From an optimization exercise on the open Yosys and OpenROAD flow, aimed at small area; shortcuts taken in it are not production practice. At most, simulation tests tie the RTL to the original design; equivalence was not proved. For run 3, only the layout was checked, not whether the RTL still works. The flow treats the clock pin as an ideal source, which a real chip does not have. Power figures rest on the tool's default switching activity, not on a simulated workload.

File: flow/config.mk
export PLATFORM = sky130hd
export DESIGN_NAME = top
export DESIGN_NICKNAME = top
export VERILOG_FILES = /design/flow/design.v
export SDC_FILE = /design/flow/constraint.sdc
export NUM_CORES = 4
export LEC_CHECK = 0
export CAP_MARGIN = 20
export CORE_AREA = 10 10 90 90
export DIE_AREA = 0 0 100 100
export SLEW_MARGIN = 20
File: flow/flow/area.abc
strash
&get -n
&fraig -x
&put
scorr
dc2
dretime
strash
&get -n
&dch -f
&nf
&put
File: flow/flow/amap.abc
strash
&get -n
&fraig -x
&put
scorr
dc2
dretime
strash
dch -f
amap -m
File: flow/flow/pre_cts.tcl
# Clock tree: a single buf_12, placed at the centroid of the registers,
# drives every register; clock_tree_synthesis (limited to the clock port's net by
# CTS_ARGS) then finds only that one sink and adds nothing.
set block [ord::get_db_block]
set sx 0.0; set sy 0.0; set n 0
foreach inst [$block getInsts] {
  if {![string match "*__*df*" [[$inst getMaster] getName]]} continue
  set bb [$inst getBBox]
  set sx [expr {$sx + ([$bb xMin] + [$bb xMax]) / 2.0}]
  set sy [expr {$sy + ([$bb yMin] + [$bb yMax]) / 2.0}]
  incr n
}
set dbu [[ord::get_db_tech] getDbUnitsPerMicron]
set cx [expr {$sx / $n / $dbu}]
set cy [expr {$sy / $n / $dbu}]
set clk_net [get_nets [[[$block findBTerm clk] getNet] getName]]
puts "pre_cts: buf_12 for [get_full_name $clk_net] at $cx $cy ($n registers)"
insert_buffer -net $clk_net -buffer_cell sky130_fd_sc_hd__buf_12 \
  -location [list $cx $cy] -buffer_name clkbuf_root -net_name clknet_root
File: flow/flow/dch_amap.abc
strash
&get -n
&fraig -x
&put
scorr
dc2
dretime
strash
dc2
dch -f
dc2
dch -f
amap
File: flow/standard.sh
#!/bin/bash
# synth_recipe.tcl (not shown) runs the flow's synth.tcl, then flattens the netlist and writes it again
# the make line also repeats each setting of config.mk as NAME=value (left out here)
make -C /OpenROAD-flow-scripts/flow DESIGN_CONFIG=/design/flow/config.mk WORK_HOME=/design/flow/orfs CLKGATE_MAP_FILE= SYNTH_SCRIPT=/design/flow/synth_recipe.tcl "${@:-finish}"
File: flow/design.v
module top (
    input   clk,
    input   rst_n,
    output  SRCLK,
    output  RCLK,
    output  SER
);
    reg [4:0]  p;
    reg [5:0]  q;
    reg [3:0]  r0, r1, r2, r3;
    reg        x;                                  
    reg        ser_r;
    wire jump = q[5] & q[4] & q[2] & q[1] & q[0]   
              & p[3] & ~p[2] & p[1] & ~p[0];
    wire q31  = q[4] & q[3] & q[2] & q[1] & q[0];
    wire wrap = (p[4] & (p[0] | q31)) | jump;      
    always @(posedge clk) begin
        if (~rst_n) begin
            p     <= 5'd1;
            q     <= 6'd22;
        end else begin
            p[0]  <= ~wrap & ~p[0];
            p[1]  <= ~wrap & (p[1] ^ p[0]);
            p[2]  <= ~wrap & (p[2] ^ (p[1] & p[0]));
            p[3]  <= ~wrap & (p[3] ^ (p[2] & p[1] & p[0]));
            p[4]  <= ~wrap & (p[4] | (p[3] & p[2] & p[1] & p[0]));
            q[0]  <= ~jump & (q[0] ^ wrap);
            q[1]  <= ~jump & (q[1] ^ (wrap & q[0]));
            q[2]  <= ~jump & (q[2] ^ (wrap & q[1] & q[0]));
            q[3]  <= ~jump & (q[3] ^ (wrap & q[2] & q[1] & q[0]));
            q[4]  <= ~jump & (q[4] ^ (wrap & q[3] & q[2] & q[1] & q[0]));
            q[5]  <= ~jump & (q[5] | (wrap & q[4] & q[3] & q[2] & q[1] & q[0]));
        end
    end
    wire [1:0] ph  = {p[1] ^ q[0], p[0]};          
    wire       pre = q[5] | q[4];                  
    wire       first = x & pre;
    wire       c = x;
    wire       h9  = (r0[1] & ~r0[2] & ~r0[3]);    
    wire [3:0] nxt;                               
    assign nxt[0] = (r0[2]) | (r0[0] & r0[3]);
    assign nxt[1] = (~r0[1] & ~r0[2]) | (r0[0] & r0[1] & r0[2]) | (~r0[0] & ~r0[1]);
    assign nxt[2] = (r0[0] & r0[3]) | (r0[0] & r0[1] & ~r0[2]) | (~r0[0] & ~r0[2] & ~r0[3]);
    assign nxt[3] = (r0[0] & ~r0[2] & ~r0[3]) | (~r0[0] & r0[2]);
    wire [3:0] inc = first ? 4'd12 : (c ? nxt : r0);
    wire       segbit = (~q[0] & ~q[1] & ~q[2]) | (q[0] & q[1] & ~q[2] & ~r0[2]) | (~q[2] & r0[0] & r0[3]) | (q[0] & q[1] & r0[1] & r0[3]) | (~q[0] & ~q[1] & ~r0[2] & r0[3]) | (~q[0] & ~q[2] & r0[0] & ~r0[1]) | (~q[0] & q[1] & q[2] & ~r0[0] & ~r0[3]) | (~q[1] & ~q[2] & ~r0[1] & r0[3]) | (q[0] & ~q[1] & q[2] & r0[0] & ~r0[1] & r0[2]);
    always @(posedge clk) begin
        r0 <= r1;
        r1 <= r2;
        r2 <= r3;
        r3 <= inc;
        x  <= ~rst_n | jump | (x & (pre | (h9 & ~(p[1] & p[0]))));   
    end
    always @(posedge clk)
        if (ph == q[4:3]) ser_r <= segbit;
    assign SER   = ser_r;
    assign SRCLK = ~first & ~q[5] & ~p[4] & p[3];
    assign RCLK  = ~first & (q == 6'd32) & ~p[4] & p[3];
endmodule
File: flow/flow/synth.tcl
# The standard flow's synthesis script (synth_recipe.tcl), with ABC run once for each
# mapping script in flow/*.abc (MY_ABC_SCRIPTS); the mapping with the
# smallest cell area is kept. Only the combinational logic differs between
# them: registers are mapped before ABC runs and keep their names.
proc abc {args} {
  set i [lsearch -exact $args -script]
  yosys design -save my_pre_abc
  set best -1
  set report [file join $::env(OBJECTS_DIR) my_abc_area.txt]
  foreach script [split $::env(MY_ABC_SCRIPTS)] {
    if {$script eq ""} continue
    yosys design -load my_pre_abc
    yosys abc {*}[lreplace $args $i [expr {$i + 1}] -script $script]
    yosys tee -q -o $report stat {*}$::lib_args
    set fh [open $report]
    set text [read $fh]
    close $fh
    if {![regexp {Chip area for module [^:]*:\s*([0-9.eE+-]+)} $text -> area]} {
      error "no area for $script"
    }
    puts "my_abc: $script area $area"
    if {$best < 0 || $area < $best} {
      set best $area
      yosys design -save my_best_abc
    }
  }
  yosys design -load my_best_abc
  puts "my_abc: kept area $best"
}
source [file join [file dirname [info script]] .. synth_recipe.tcl]
File: flow/constraint.sdc
create_clock -name core_clock -period 10.0 [get_ports {clk}]
set_input_delay 2.0000 -clock core_clock [delete_from_list [all_inputs] [get_ports {clk}]]
set_output_delay 2.0000 -clock core_clock [all_outputs]
set_load 0.01 [all_outputs]
File: flow/flow/rw_amap.abc
strash
&get -n
&fraig -x
&put
scorr
dc2
dretime
strash
ifraig
dc2
rewrite -z
refactor -z
balance
dch -f
amap
File: flow/flow/run.sh
#!/bin/bash
# Own layout flow: the standard ORFS flow (standard.sh) with these changes:
#  - synthesis maps the logic with several area-oriented ABC scripts
#    (flow/*.abc) and keeps the smallest result, without the adder
#    extraction step (registers and their names are unchanged);
#  - port buffers use the smallest buffer cell;
#  - the clock tree is one buf_12 at the registers' centroid that drives every
#    register (flow/pre_cts.tcl); clock_tree_synthesis is limited to the clock
#    port's net, which then has that single sink, so it adds nothing.
# Runs in the standard flow's work folder; each tool's output is kept in orfs/logs and
# the make output in flow_make.log.
set -euo pipefail
W=$(pwd)
F="$W/flow"
bash standard.sh \
  SYNTH_SCRIPT="$F/synth.tcl" \
  MY_ABC_SCRIPTS="$F/area.abc $F/nf_r.abc $F/nf_rp.abc $F/amap.abc $F/dch_amap.abc $F/rw_amap.abc" \
  ADDER_MAP_FILE= \
  BUFFER_PORTS_ARGS="-buffer_cell sky130_fd_sc_hd__buf_1" \
  PRE_CTS_TCL="$F/pre_cts.tcl" \
  CTS_ARGS="-sink_clustering_enable -repair_clock_nets -clk_nets clk" \
  finish 2>&1 | tee "$W/flow_make.log"
File: flow/flow/nf_rp.abc
strash
&get -n
&fraig -x
&put
scorr
dc2
dretime
strash
&get -n
&dch -f
&nf -R 1000 -p
&put
File: flow/flow/nf_r.abc
strash
&get -n
&fraig -x
&put
scorr
dc2
dretime
strash
&get -n
&dch -f
&nf -R 1000
&put
==> results of run 1 <==
[metal layers]
metal  track usage (%)  vias up
met1             4.821      378
met3            0.2747        2
met5                 0        -
met4            0.5435        0
met2             6.272        8
li1                  -      420
[final timing paths]
kind,startpoint,endpoint,cells past startpoint,slack (ns)
min,r1[0],r0[0],0,0.34
max reg2reg,q[4],q[4],10,7.18
min reg2reg,r1[0],r0[0],0,0.34
max,q[1],RCLK,5,6.55
[critical path: cells and delay by family, from the launching register on]
| family | cells | cell delay, ns |
|---|---|---|
| AND/OR/NAND/NOR | 4 | 0.71 |
| flip-flops | 1 | 0.40 |
| buffers and inverters | 1 | 0.19 |
[Yosys cell counts]
cell / instances / share of area [%]
o221ai_1: 1 / 0.86
or4_1: 2 / 1.5
o21ai_0: 9 / 4.4
nand4_1: 1 / 0.61
nand3_1: 2 / 0.98
a21oi_1: 6 / 2.9
or3_1: 1 / 0.61
a221oi_1: 1 / 0.86
or2_0: 2 / 1.2
a211oi_1: 3 / 2.2
nor3_1: 5 / 2.4
dfxtp_1: 28 / 55
o22ai_1: 3 / 1.8
a2111oi_0: 2 / 1.7
clkinv_1: 17 / 6.2
a221o_1: 1 / 0.98
nor4_1: 5 / 3.1
nor2_1: 16 / 5.9
nand2_1: 7 / 2.6
o22a_1: 1 / 0.86
edfxtp_1: 1 / 2.9
a31oi_1: 1 / 0.61
[registers in the layout, summed over array words and instances (netlist names)]
signal and flops:
p 5, q 6, r0 4, r1 4, r2 4, r3 4, ser_r 1, x 1
[logic make-up (layout without fill, tap and decap cells)]
family	count (synthesis)	after routing	share of synthesized area (%)
buffers and inverters	17	22	6.235
AND/OR/NAND/NOR	41	41	18.83
AO/OA/AOI/OAI	28	28	17.24
flip-flops	29	29	57.70
[power by group through the flow]
stage	logic, mW	registers (mW)	clock network, mW
after detailed placement	0.00464	0.121	0
after global routing	0.00548	0.119	0.0496
after global placement	0.00475	0.121	0
after floorplan	0.00326	0.121	0
after CTS	0.00467	0.121	0.0339
final	0.00470	0.118	0.0426
[per-stage QoR]
| stage | utilization, % | worst slack (ns) | hold WS [ns] | power (mW) | cell area, µm² |
|---|---|---|---|---|---|
| floorplan | - | 6.857 | 0.3096 | 0.1241 | 1023 |
| finish | 18.40 | 6.552 | 0.3353 | 0.1656 | 1155 |
| global placement | 18.08 | 6.770 | 0.3104 | 0.1258 | 1135 |
| detailed placement | 18.08 | 6.729 | 0.3121 | 0.1257 | 1135 |
| CTS | 18.40 | 6.724 | 0.3121 | 0.1596 | 1155 |
| global route | 18.40 | 6.455 | 0.3463 | 0.1737 | 1155 |
[final cells by class, clock buffers not listed]
type,instances,area [µm²],share of cell area (%)
repair buffers,4,15.01,1.300
inverters,17,63.81,5.525
well taps,77,96.34,8.342
flip-flops and latches,29,590.6,51.14
multi-input cells,69,369.1,31.96
==> key figures, run 1 <==
Floorplanning
  • # rows: 29
  • Initial core utilization: 16.30%
  • IO Count: 5
  • DIE AREA: ~10,000 µm²
  • Die Span Y: 100 µm
  • Die W: 100 µm
  • Core Region: roughly 6300 µm²

Worst setup path
  • Worst Path Max Fanout: 9
  • Critical path required time: about 8.0 ns
  • Crit-path cells: or2_0 > nor2_1 > nand4_1 > nor4_1 > buf_1
  • CP max stage delay: 0.40 ns
  • Setup Crit Path Kind: flip-flop to primary output
  • CP Launch Type: flip-flop
  • Worst path arrival time: about 1.5 ns
  • CP Capture Type: primary output
  • CP max-delay cell: dfxtp_1

Timing
  • RSZ-0062 raised after global routing: false
  • Finish-stage setup viols: 0
  • Slew margin rel.: 48.10%
  • Fmax: 290.0 MHz
  • Final Skew: 0.003095 ns
  • Worst Tran Pin Value: 0.7704 ns
  • Final Hold Viols: 0
  • Setup_tns: 0 ns
  • Tmin final: 3.448 ns
  • Pins over their slew limit: 0
  • Final period util: about 34%

Clock tree
  • Cts repair resizes: 0
  • Clk pin slew, worst setup/hold paths: 0.10 ns
  • Hold_buf cts: 0
  • Setup bufs post-CTS: 0
  • Clock Latency Late Sink: 0.14 ns

Synthesis
  • Syn_area_per_cell: 8.900 µm²
  • Synth cell types: 22
  • Post-Syn Nets: between 100 and 150
  • Cell Area, Synth: slightly above 1000 µm²
  • Synth Register Bits: 29
  • Sequential fraction of the synthesis area: 57.70%
  • Synthesized instance count: roughly 120
  • Ys Warns: 1

Routing
  • Top routing layer used: met4
  • 1st-pass router iterations: 4
  • WL met3: 43 µm
  • Post-DR wirelength/cell: 9.706 µm
  • Drt drc: 0
  • Initial DRC count: 17
  • Routed WL: 1912 µm
  • Vias: 808
  • Metal2 WL: just under 900 µm
  • Post-route ant nets: 0
  • Metal-1 WL: 970 µm
  • Vias/cell: 4.102

Placed design
  • Post-DP HPWL: 1534 µm
  • Placed instance count: approximately 200
  • Input/output buffers: 4
  • Placer Congestion: 0.8338

Global routing
  • Number of global-route vias before repair: between 700 and 800
  • Remaining Overflow, GRT: 0
  • First-pass GRT wire length: 3201 µm
  • Initial antenna violation count: 0
  • Largest net degree at the start of global routing: 30
  • Gr usage total: 3.607%

Layout
  • Most common cell after layout, fill and taps aside: dfxtp_1
  • Fillcell total: 701
  • Ratio of cells with drive above 1 in the final layout: less than 1%
  • N_diodes: 0
  • Area grow syn2layout: 12.84%
  • Most frequent cells in the layout: 28 x dfxtp_1, 17 x clkinv_1, 16 x nor2_1
  • Final nets: 124
  • Layout Cells excl Fill: ~200

Min path
  • Type of the worst min-delay path: flip-flop to flip-flop

Pwr
  • Gate power share: under 10%
  • Switching power total: 0.03039 mW
  • Sw Share: 18.34%
  • Internal power: 0.1353 mW
  • Total leakage power: 0.3598 nW
  • Power share of the clock group: 25.7%
  • Power Dens Cells: ~140 nW/µm²
  • VDD IR max: 0.0001226 V
  • Sequential share of power: 71.5%

Run status
  • Status: no timing/DRC/antenna violations

Job
  • Max-cap violation count: 0
==> run 2, diff against run 1 <==
--- a/flow/design.v
+++ b/flow/design.v
@@ -12,24 +12,15 @@
     reg        ser_r;
     wire jump = q[5] & q[4] & q[2] & q[1] & q[0]   
               & p[3] & ~p[2] & p[1] & ~p[0];
-    wire q31  = q[4] & q[3] & q[2] & q[1] & q[0];
+    wire q31  = ~q[5] & q[4] & q[3] & q[2] & q[1] & q[0];
     wire wrap = (p[4] & (p[0] | q31)) | jump;      
     always @(posedge clk) begin
         if (~rst_n) begin
             p     <= 5'd1;
             q     <= 6'd22;
         end else begin
-            p[0]  <= ~wrap & ~p[0];
-            p[1]  <= ~wrap & (p[1] ^ p[0]);
-            p[2]  <= ~wrap & (p[2] ^ (p[1] & p[0]));
-            p[3]  <= ~wrap & (p[3] ^ (p[2] & p[1] & p[0]));
-            p[4]  <= ~wrap & (p[4] | (p[3] & p[2] & p[1] & p[0]));
-            q[0]  <= ~jump & (q[0] ^ wrap);
-            q[1]  <= ~jump & (q[1] ^ (wrap & q[0]));
-            q[2]  <= ~jump & (q[2] ^ (wrap & q[1] & q[0]));
-            q[3]  <= ~jump & (q[3] ^ (wrap & q[2] & q[1] & q[0]));
-            q[4]  <= ~jump & (q[4] ^ (wrap & q[3] & q[2] & q[1] & q[0]));
-            q[5]  <= ~jump & (q[5] | (wrap & q[4] & q[3] & q[2] & q[1] & q[0]));
+            p     <= wrap ? 5'd0 : p + 5'd1;
+            if (wrap) q <= jump ? 6'd0 : q + 6'd1;
         end
     end
     wire [1:0] ph  = {p[1] ^ q[0], p[0]};          
@@ -49,7 +40,7 @@
         r1 <= r2;
         r2 <= r3;
         r3 <= inc;
-        x  <= ~rst_n | jump | (x & (pre | (h9 & ~(p[1] & p[0]))));   
+        x  <= ~rst_n | jump | (x & (pre | (h9 & (ph != 2'd3))));
     end
     always @(posedge clk)
         if (ph == q[4:3]) ser_r <= segbit;
==> run 2 against run 1 <==
  * Final cell count decreased by 3.0%
  * Clock power about the same
  * Sequential share of layout area increased by 0.22 points
  * Critical path type unchanged
  * Design area decreased by 0.43%
  * Register-to-register slack improved by 0.96 ns
  * Maximum frequency increased by 1.3%
  * Flip-flop and latch count unchanged
  * Combinational power decreased by 4%
  * Setup slack improved by 0.044 ns
  * Still clean
==> key figures, run 2 <==
Floorplanning
  • Initial core utilization: 16.22% (was 16.30%)
  • DIE AREA: 10,000 µm² (unchanged)
  • IO Count: 5 (unchanged)
  • # rows: 29 (unchanged)
  • Core Region: 6277 µm² (unchanged)
  • Die Span Y: 100 µm (unchanged)
  • Die W: 100 µm (unchanged)

Clock tree
  • Setup bufs post-CTS: 0 (unchanged)
  • Hold_buf cts: 0 (unchanged)
  • Clk pin slew, worst setup/hold paths: 0.10 ns (about the same)
  • Clock Latency Late Sink: 0.13 ns (was 0.14 ns)
  • Cts repair resizes: 0 (unchanged)

Layout
  • Biggest regs: q x6, p x5 (unchanged)
  • Area grow syn2layout: 12.90% (was 12.84%)
  • N_diodes: 0 (unchanged)
  • Largest Register: q (unchanged)
  • Post-layout instance area: 1150 µm² (was 1155 µm²)
  • Ratio of cells with drive above 1 in the final layout: 0.8772% (was 0.8333%)
  • Util after Layout: 18.32% (was 18.40%)
  • Final nets: 118 (was 124)
  • Most common cell after layout, fill and taps aside: dfxtp_1 (unchanged)
  • Number of flip-flops in the largest register: 6 (unchanged)
  • Most frequent cells in the layout: 28 x dfxtp_1, 16 x nor2_1, 11 x nand2_1 (was 28 x dfxtp_1, 17 x clkinv_1, 16 x nor2_1)

Synthesis
  • Synth Register Bits: 29 (unchanged)
  • Top cells by area, synth: dfxtp_1 55%, nor2_1 5.9%, o21ai_0 4.4%, nand2_1 4.1%, a21oi_1 3.9% (was dfxtp_1 55%, clkinv_1 6.2%, nor2_1 5.9%, o21ai_0 4.4%, nor4_1 3.1%)
  • Ys async rst share: 0% (unchanged)
  • Synth top area share: 55.04% (was 54.77%)
  • Synth Flop Type: dfxtp_1 (unchanged)
  • Cell type with the largest total area after synthesis: dfxtp_1 (unchanged)
  • Post-synth top cells: 28 x dfxtp_1, 16 x nor2_1, 11 x nand2_1 (was 28 x dfxtp_1, 17 x clkinv_1, 16 x nor2_1)
  • Top-count cell post-synth: dfxtp_1 (unchanged)
  • Synth cell types: 25 (was 22)
  • Number of flops mapped to enable cells by yosys: 1 (unchanged)
  • Syn_area_per_cell: 9.344 µm² (was 8.900 µm²)
  • Cell Area, Synth: 1018 µm² (was 1023 µm²)
  • Ys Warns: 1 (unchanged)
  • Sequential fraction of the synthesis area: 57.99% (was 57.70%)
  • Synthesized instance count: 109 (was 115)
  • Post-Syn Nets: 111 (was 117)

Timing
  • Hold_ws: 0.3360 ns (was 0.3353 ns)
  • Post-route setup slack: 6.596 ns (was 6.552 ns)
  • Final Skew: 0.002703 ns (was 0.003095 ns)
  • Pins over their slew limit: 0 (unchanged)
  • RSZ-0062 raised after global routing: false (unchanged)
  • Tmin final: 3.404 ns (was 3.448 ns)
  • Final period util: 34.04% (was 34.48%)
  • Finish-stage setup viols: 0 (unchanged)
  • Slew margin rel.: 58.86% (was 48.10%)
  • Setup_tns: 0 ns (unchanged)
  • Worst Tran Pin Value: 0.6107 ns (was 0.7704 ns)
  • Final Hold Viols: 0 (unchanged)
  • Fmax: 293.8 MHz (was 290.0 MHz)

Placed design
  • Placed cell area: 1130 µm² (was 1135 µm²)
  • Pre-CTS setup slack: 6.808 ns (was 6.729 ns)
  • Input/output buffers: 4 (unchanged)
  • Placer Congestion: 0.8452 (was 0.8338)
  • Post-DP HPWL: 1297 µm (was 1534 µm)

Worst setup path
  • Worst reg2reg startpoint: q[0] (was q[4])
  • CP startpoint: q[0] (was q[1])
  • Worst path arrival time: 1.40 ns (was 1.45 ns)
  • CP Launch Type: flip-flop (unchanged)
  • Critical path required time: 8.00 ns (about the same)
  • Worst Path Max Fanout: 13 (was 9)
  • CP Capture Type: primary output (unchanged)
  • Setup Crit Path Kind: flip-flop to primary output (unchanged)

Routing
  • Post-DR wirelength/cell: 9.492 µm (was 9.706 µm)
  • Drt drc: 0 (unchanged)
  • 1st-pass router iterations: 4 (unchanged)
  • Post-route ant nets: 0 (unchanged)
  • Vias/cell: 4.005 (was 4.102)
  • Vias: 765 (was 808)
  • Initial DRC count: 24 (was 17)
  • Routed WL: 1813 µm (was 1912 µm)

Pwr
  • Total leakage power: 0.3814 nW (was 0.3598 nW)
  • Power Dens Cells: 145.1 nW/µm² (was 143.4 nW/µm²)
  • VDD IR max: 0.0001208 V (was 0.0001226 V)

Run status
  • Status: no timing/DRC/antenna violations (unchanged)

Job
  • Max-cap violation count: 0 (unchanged)

Global routing
  • Initial antenna violation count: 0 (unchanged)
  • Largest net degree at the start of global routing: 30 (unchanged)
  • Remaining Overflow, GRT: 0 (unchanged)
  • First-pass GRT wire length: 3298 µm (was 3201 µm)
  • Number of global-route vias before repair: 751 (was 754)
  • Gr usage total: 3.596% (was 3.607%)

Min path
  • Type of the worst min-delay path: flip-flop to flip-flop (unchanged)
  • Startpoint of the worst hold path: r2[3] (was r1[0])
## run 2: cell types whose count changed after synthesis, sizes merged, moves of 3 or more
cell,before,now
xnor2,0,3
a211oi,3,0
clkinv,17,2
nor4,5,1
xor2,0,3
nand2,7,11
## run 2: layer usage
metal	GRT usage [%]	vias to the layer above	share of wire, %
met5	0	-	0
met4	0.2174	0	0
met3	0.3434	0	2.2
met2	5.824	8	43
met1	5.236	354	55
li1	-	403	-
## run 2: path summary, 6_finish.rpt
kind | slack [ns] | cells past startpoint | endpoint
max | 6.60 | 4 | RCLK
min | 0.34 | 0 | r1[3]
max reg2reg | 8.14 | 5 | q[2]
min reg2reg | 0.34 | 0 | r1[3]
## run 2: power breakdown
part / total [mW] / internal [mW] / switching (mW)
Clock: 0.0425 / 0.0163 / 0.0261
Combinational: 0.00452 / 0.00198 / 0.00254
Sequential: 0.120 / 0.118 / 0.00227
Total: 0.167 / 0.136 / 0.0310
## run 2: worst max-delay path: stages (launching register included)
cell and delay (ns):
dfxtp_1 0.44, nor3_1 0.30, nand4_1 0.13, nor4_1 0.21, buf_1 0.20
## run 2: through the flow
step                      total power [mW]  std cells
final                               0.1668        191
after global placement              0.1269        190
after CTS                           0.1609        191
after floorplan                     0.1252        109
after global routing                0.1729        191
after detailed placement            0.1270        190
## run 2: logic make-up (layout without fill, tap and decap cells)
logic type      Yosys count  count (layout)  synth area share [%]
xor+xnor                  6               6                 5.161
simple gates             48              48                 22.11
compound gates           24              24                 14.01
flops                    29              29                 57.99
buf+inv                   2               7                0.7374
## run 2: final cells by class, clock buffers not listed
class	count	area, µm²
fillers	694	5127
flip-flops and latches	29	590.6
multi-input cells	78	420.4
well taps	77	96.34
repair buffers	4	15.01
inverters	2	7.507
==> run 3, diff against run 2 <==
==> flow/design.v (replaced) <==
module top (
    input   clk,
    input   rst_n,
    output  SRCLK,
    output  RCLK,
    output  SER
);
    reg [4:0]  p;
    reg [5:0]  q;
    reg [3:0]  r0, r1, r2, r3;
    reg        x;                                  
    reg        ser_r;
    wire q0s  = ~q[5] & ~q[4] & ~q[3];             
    wire jump = q0s & p[3] & p[2] & p[1] & p[0];   
    wire q63  = q[5] & q[4] & q[3] & q[2] & q[1] & q[0];
    wire wrap = p[4] & (p[0] | q63);               
    wire [5:0] e;                                  
    assign e[0] = wrap;
    assign e[1] = e[0] & q[0];
    assign e[2] = e[1] & q[1];
    assign e[3] = e[2] & q[2];
    assign e[4] = e[3] & q[3];
    assign e[5] = e[4] & q[4];
    wire start = e[5] & ~q[5];                     
    always @(posedge clk) begin
        if (~rst_n) begin
            p     <= 5'd1;
            q     <= 6'd54;
        end else begin
            p[0]  <= jump | (~wrap & ~p[0]);
            p[1]  <= ~jump & ~wrap & (p[1] ^ p[0]);
            p[2]  <= jump | (~wrap & (p[2] ^ (p[1] & p[0])));
            p[3]  <= ~jump & ~wrap & (p[3] ^ (p[2] & p[1] & p[0]));
            p[4]  <= ~jump & ~wrap & (p[4] | (p[3] & p[2] & p[1] & p[0]));
            q[0]  <= jump | (q[0] ^ e[0]);
            q[1]  <= ~jump & (q[1] ^ e[1]);
            q[2]  <= ~jump & (q[2] ^ e[2]);
            q[3]  <= jump | (q[3] ^ e[3]);
            q[4]  <= ~jump & (q[4] ^ e[4]);
            q[5]  <= ~jump & (q[5] ^ e[5]);
        end
    end
    wire [1:0] ph  = {p[1] ^ q[0], p[0]};          
    wire       pre = q[4] | ~q[5];                 
    wire       first = x & pre;
    wire       c = x;
    wire       h9  = (r0[0] & r0[3]);    
    wire [3:0] nxt;                               
    assign nxt[0] = (~r0[0]);
    assign nxt[1] = (r0[0] & ~r0[1] & ~r0[3]) | (~r0[0] & r0[1]);
    assign nxt[2] = (r0[0] & r0[1] & ~r0[2]) | (~r0[1] & r0[2]) | (~r0[0] & r0[2]);
    assign nxt[3] = (~r0[0] & r0[3]) | (r0[0] & r0[1] & r0[2]);
    wire [3:0] inc = first ? 4'd0 : (c ? nxt : r0);
    wire       segbit = (~q[1] & ~q[2] & ~r0[1] & ~r0[2] & ~r0[3]) | (~q[0] & ~q[1] & r0[0] & ~r0[1] & ~r0[2] & ~r0[3]) | (q[0] & q[1] & r0[0] & ~r0[1] & ~r0[2] & ~r0[3]) | (~q[0] & ~q[2] & r0[1] & ~r0[2]) | (q[0] & ~q[1] & q[2] & ~r0[0] & r0[1] & ~r0[2]) | (~q[0] & ~q[1] & ~r0[0] & ~r0[1] & r0[2]) | (~q[0] & ~q[1] & ~q[2]) | (q[0] & q[1] & ~r0[0] & ~r0[1] & r0[2]) | (q[0] & q[1] & ~q[2] & r0[0]) | (~q[0] & q[1] & q[2] & r0[0] & ~r0[1] & r0[2]) | (~q[0] & q[1] & q[2] & ~r0[0] & r0[1] & r0[2]) | (~q[2] & r0[0] & r0[1] & r0[2]) | (~q[0] & ~q[1] & r0[0] & r0[1] & r0[2]) | (q[1] & ~q[2] & r0[0] & ~r0[2] & ~r0[3]);
    always @(posedge clk) begin
        r0 <= r1;
        r1 <= r2;
        r2 <= r3;
        r3 <= inc;
        x  <= ~rst_n | start | (x & (pre | (h9 & ~(p[1] & p[0]))));   
    end
    always @(posedge clk)
        if (ph == q[4:3]) ser_r <= segbit;
    assign SER   = ser_r;
    assign SRCLK = ~first & q[5] & ~p[4] & p[3];
    assign RCLK  = ~x & q0s & ~p[4] & p[3];
endmodule
==> run 3 against run 2 <==
  * Clock power increased by 3%
  * Register-to-register slack worse by 0.35 ns
  * Largest cell class unchanged
  * Still clean on timing, DRC and antenna
  * Core utilization grew 0.16 points
  * Sequential share of layout area decreased by 0.44 points
  * Critical endpoint is now SRCLK
  * Area after synthesis up 0.98%
  * Final cell count rose by 5.8%
  * Critical path depth did not move
  * Sequential power about the same
  * Clock skew grew 0.0013 ns
  * Via count up 1.2%
  * Highest routed layer is now met4
  * Setup slack better by 0.18 ns
  * Maximum frequency up 5.5%
==> key figures, run 3 <==
Synthesis
  • Number of flops mapped to enable cells by yosys: 1 (unchanged)
  • Sequential fraction of the synthesis area: 57.42% (was 57.99%)
  • Ys async rst share: 0% (unchanged)
  • Post-synth top cells: 28 x dfxtp_1, 19 x nor2_1, 17 x clkinv_1 (was 28 x dfxtp_1, 16 x nor2_1, 11 x nand2_1)
  • Synthesized instance count: 120 (was 109)
  • Ys Warns: 1 (unchanged)
  • Cell type with the largest total area after synthesis: dfxtp_1 (unchanged)
  • Syn_area_per_cell: 8.571 µm² (was 9.344 µm²)
  • Top cells by area, synth: dfxtp_1 55%, nor2_1 6.9%, clkinv_1 6.2%, a21oi_1 5.8%, o21ai_0 3.9% (was dfxtp_1 55%, nor2_1 5.9%, o21ai_0 4.4%, nand2_1 4.1%, a21oi_1 3.9%)
  • Top-count cell post-synth: dfxtp_1 (unchanged)
  • Synth Register Bits: 29 (unchanged)
  • Post-Syn Nets: 122 (was 111)
  • Synth top area share: 54.50% (was 55.04%)
  • Cell Area, Synth: 1028 µm² (was 1018 µm²)
  • Synth cell types: 20 (was 25)
  • Synth Flop Type: dfxtp_1 (unchanged)

Layout
  • Most frequent cells in the layout: 28 x dfxtp_1, 19 x nor2_1, 17 x clkinv_1 (was 28 x dfxtp_1, 16 x nor2_1, 11 x nand2_1)
  • Area grow syn2layout: 12.77% (was 12.90%)
  • Biggest regs: q x6, p x5 (unchanged)
  • Ratio of cells with drive above 1 in the final layout: 0.8000% (was 0.8772%)
  • Util after Layout: 18.48% (was 18.32%)
  • Largest Register: q (unchanged)
  • N_diodes: 0 (unchanged)
  • Most common cell after layout, fill and taps aside: dfxtp_1 (unchanged)
  • Final nets: 129 (was 118)
  • Number of flip-flops in the largest register: 6 (unchanged)

Pwr
  • VDD IR max: 0.00008251 V (was 0.0001208 V)
  • Total leakage power: 0.3769 nW (was 0.3814 nW)
  • Power Dens Cells: 143.6 nW/µm² (was 145.1 nW/µm²)

Worst setup path
  • CP Launch Type: flip-flop (unchanged)
  • CP max-delay cell: dfxtp_1 (unchanged)
  • CP top delay family: flip-flops (was simple AND/OR/NAND/NOR gates)
  • Worst path arrival time: 1.23 ns (was 1.40 ns)
  • CP Capture Type: primary output (unchanged)
  • Crit-path cells: clkinv_1 > a21oi_1 > nor4_1 > buf_1 (was nor3_1 > nand4_1 > nor4_1 > buf_1)
  • Worst Path Max Fanout: 7 (was 13)
  • Buf+Inv Stages, Crit Path: 2 (was 1)
  • Critical path required time: 8.00 ns (about the same)
  • CP max stage delay: 0.35 ns (was 0.44 ns)
  • Setup Crit Path Kind: flip-flop to primary output (unchanged)

Routing
  • Vias: 774 (was 765)
  • Post-DR wirelength/cell: 8.911 µm (was 9.492 µm)
  • Drt drc: 0 (unchanged)
  • Routed WL: 1800 µm (was 1813 µm)
  • Vias/cell: 3.832 (was 4.005)
  • 1st-pass router iterations: 4 (unchanged)
  • Post-route ant nets: 0 (unchanged)
  • Initial DRC count: 26 (was 24)

Floorplanning
  • Die Span Y: 100 µm (unchanged)
  • # rows: 29 (unchanged)
  • IO Count: 5 (unchanged)
  • Die W: 100 µm (unchanged)
  • Core Region: 6277 µm² (unchanged)
  • DIE AREA: 10,000 µm² (unchanged)
  • Initial core utilization: 16.38% (was 16.22%)

Global routing
  • Initial antenna violation count: 0 (unchanged)
  • First-pass GRT wire length: 3139 µm (was 3298 µm)
  • Largest net degree at the start of global routing: 30 (unchanged)
  • Gr usage total: 3.481% (was 3.596%)
  • Number of global-route vias before repair: 718 (was 751)
  • Remaining Overflow, GRT: 0 (unchanged)

Clock tree
  • Hold_buf cts: 0 (unchanged)
  • Clock Latency Late Sink: 0.14 ns (was 0.13 ns)
  • Cts repair resizes: 0 (unchanged)
  • Clk pin slew, worst setup/hold paths: 0.10 ns (about the same)
  • Setup bufs post-CTS: 0 (unchanged)

Placed design
  • Placer Congestion: 0.7637 (was 0.8452)
  • Input/output buffers: 4 (unchanged)
  • Post-DP HPWL: 1435 µm (was 1297 µm)

Timing
  • Setup_tns: 0 ns (unchanged)
  • Slew margin rel.: 67.81% (was 58.86%)
  • Finish-stage setup viols: 0 (unchanged)
  • Hold_ws: 0.3374 ns (was 0.3360 ns)
  • Tmin final: 3.226 ns (was 3.404 ns)
  • Final Skew: 0.003962 ns (was 0.002703 ns)
  • Final period util: 32.26% (was 34.04%)
  • RSZ-0062 raised after global routing: false (unchanged)
  • Pins over their slew limit: 0 (unchanged)
  • Worst Tran Pin Value: 0.4778 ns (was 0.6107 ns)
  • Final Hold Viols: 0 (unchanged)
  • Fmax: 310.0 MHz (was 293.8 MHz)

Run status
  • Status: no timing/DRC/antenna violations (unchanged)

Job
  • Max-cap violation count: 0 (unchanged)

Min path
  • Type of the worst min-delay path: flip-flop to flip-flop (unchanged)
==> run 3: cell type report, clock buffers not listed <==
type                            count  area [µm²]
Fill cell                         697        5117
Sequential cell                    29       590.6
Multi-Input combinational cell     74       374.1
Tap cell                           77       96.34
Inverter                           17       63.81
Timing Repair Buffer                4       15.01
==> run 3: report_power, final <==
group	leakage, nW	switching [mW]	internal, mW
sequential	0.236	0.000736	0.117
combinational	0.131	0.00318	0.00165
clock	0.00940	0.0273	0.0163
total	0.377	0.0312	0.135
==> run 3: logic make-up after synthesis <==
kind of cell	Yosys count	share of synthesized area, %
simple gates	41	17.40
buf+inv	17	6.204
flops	29	57.42
compound gates	33	18.98
==> run 3: worst paths after layout <==
| path | cells past startpoint | end | slack [ns] | startpoint |
|---|---|---|---|---|
| setup / recovery | 4 | SRCLK | 6.77 | q[4] |
| hold / removal | 0 | r0[3] | 0.34 | r1[3] |
| setup reg to reg | 10 | q[4] | 7.79 | q[4] |
| hold reg to reg | 0 | r0[3] | 0.34 | r1[3] |
==> run 3: per-stage QoR <==
stage               setup slack (ns)  cells  total power [mW]  cell area (µm²)
floorplan                      7.109    120            0.1242             1028
global placement               6.970    201            0.1256             1140
detailed placement             6.948    201            0.1257             1140
CTS                            6.934    202            0.1596             1160
global route                   6.623    202            0.1733             1160
finish                         6.774    202            0.1665             1160
==> run 3: routing by layer <==
layer,track usage (%),part of all wire [%],vias up
li1,-,-,423
met1,4.825,52,343
met2,5.724,43,6
met3,0.5495,4.1,2
met4,0.3261,0.94,0
met5,0,0,-

==> port drivers added, routing unchanged <==
In the flow no input, the clock included, has a driving cell. The finished layouts below were timed again as built, in two steps. Step 1 sets driving cells, clkbuf_16 on the clock port and buf_2 on the other inputs (assumed; they add their load-dependent delay and slew). Step 2, shift: input delay + t, output delay - t, t = (earliest + latest rising clock arrival at the registers) / 2. This alone moves slack from input paths to output paths. a / b / c = ideal ports / drivers / drivers and shift; a / b = the first two.
| run | t (ns) | setup WS [ns] | worst setup path after step 2 | clock arrival spread, ns |
|---|---|---|---|---|
| run 1 | 0.161 | 6.552 / 6.524 / 6.685 | register to output | 0.003 / 0.004 |
| run 2 | 0.160 | 6.596 / 6.569 / 6.728 | register to output | 0.003 / 0.003 |
| run 3 | 0.166 | 6.774 / 6.744 / 6.910 | register to output | 0.004 / 0.004 |
After both steps setup and hold are still met in every run listed.
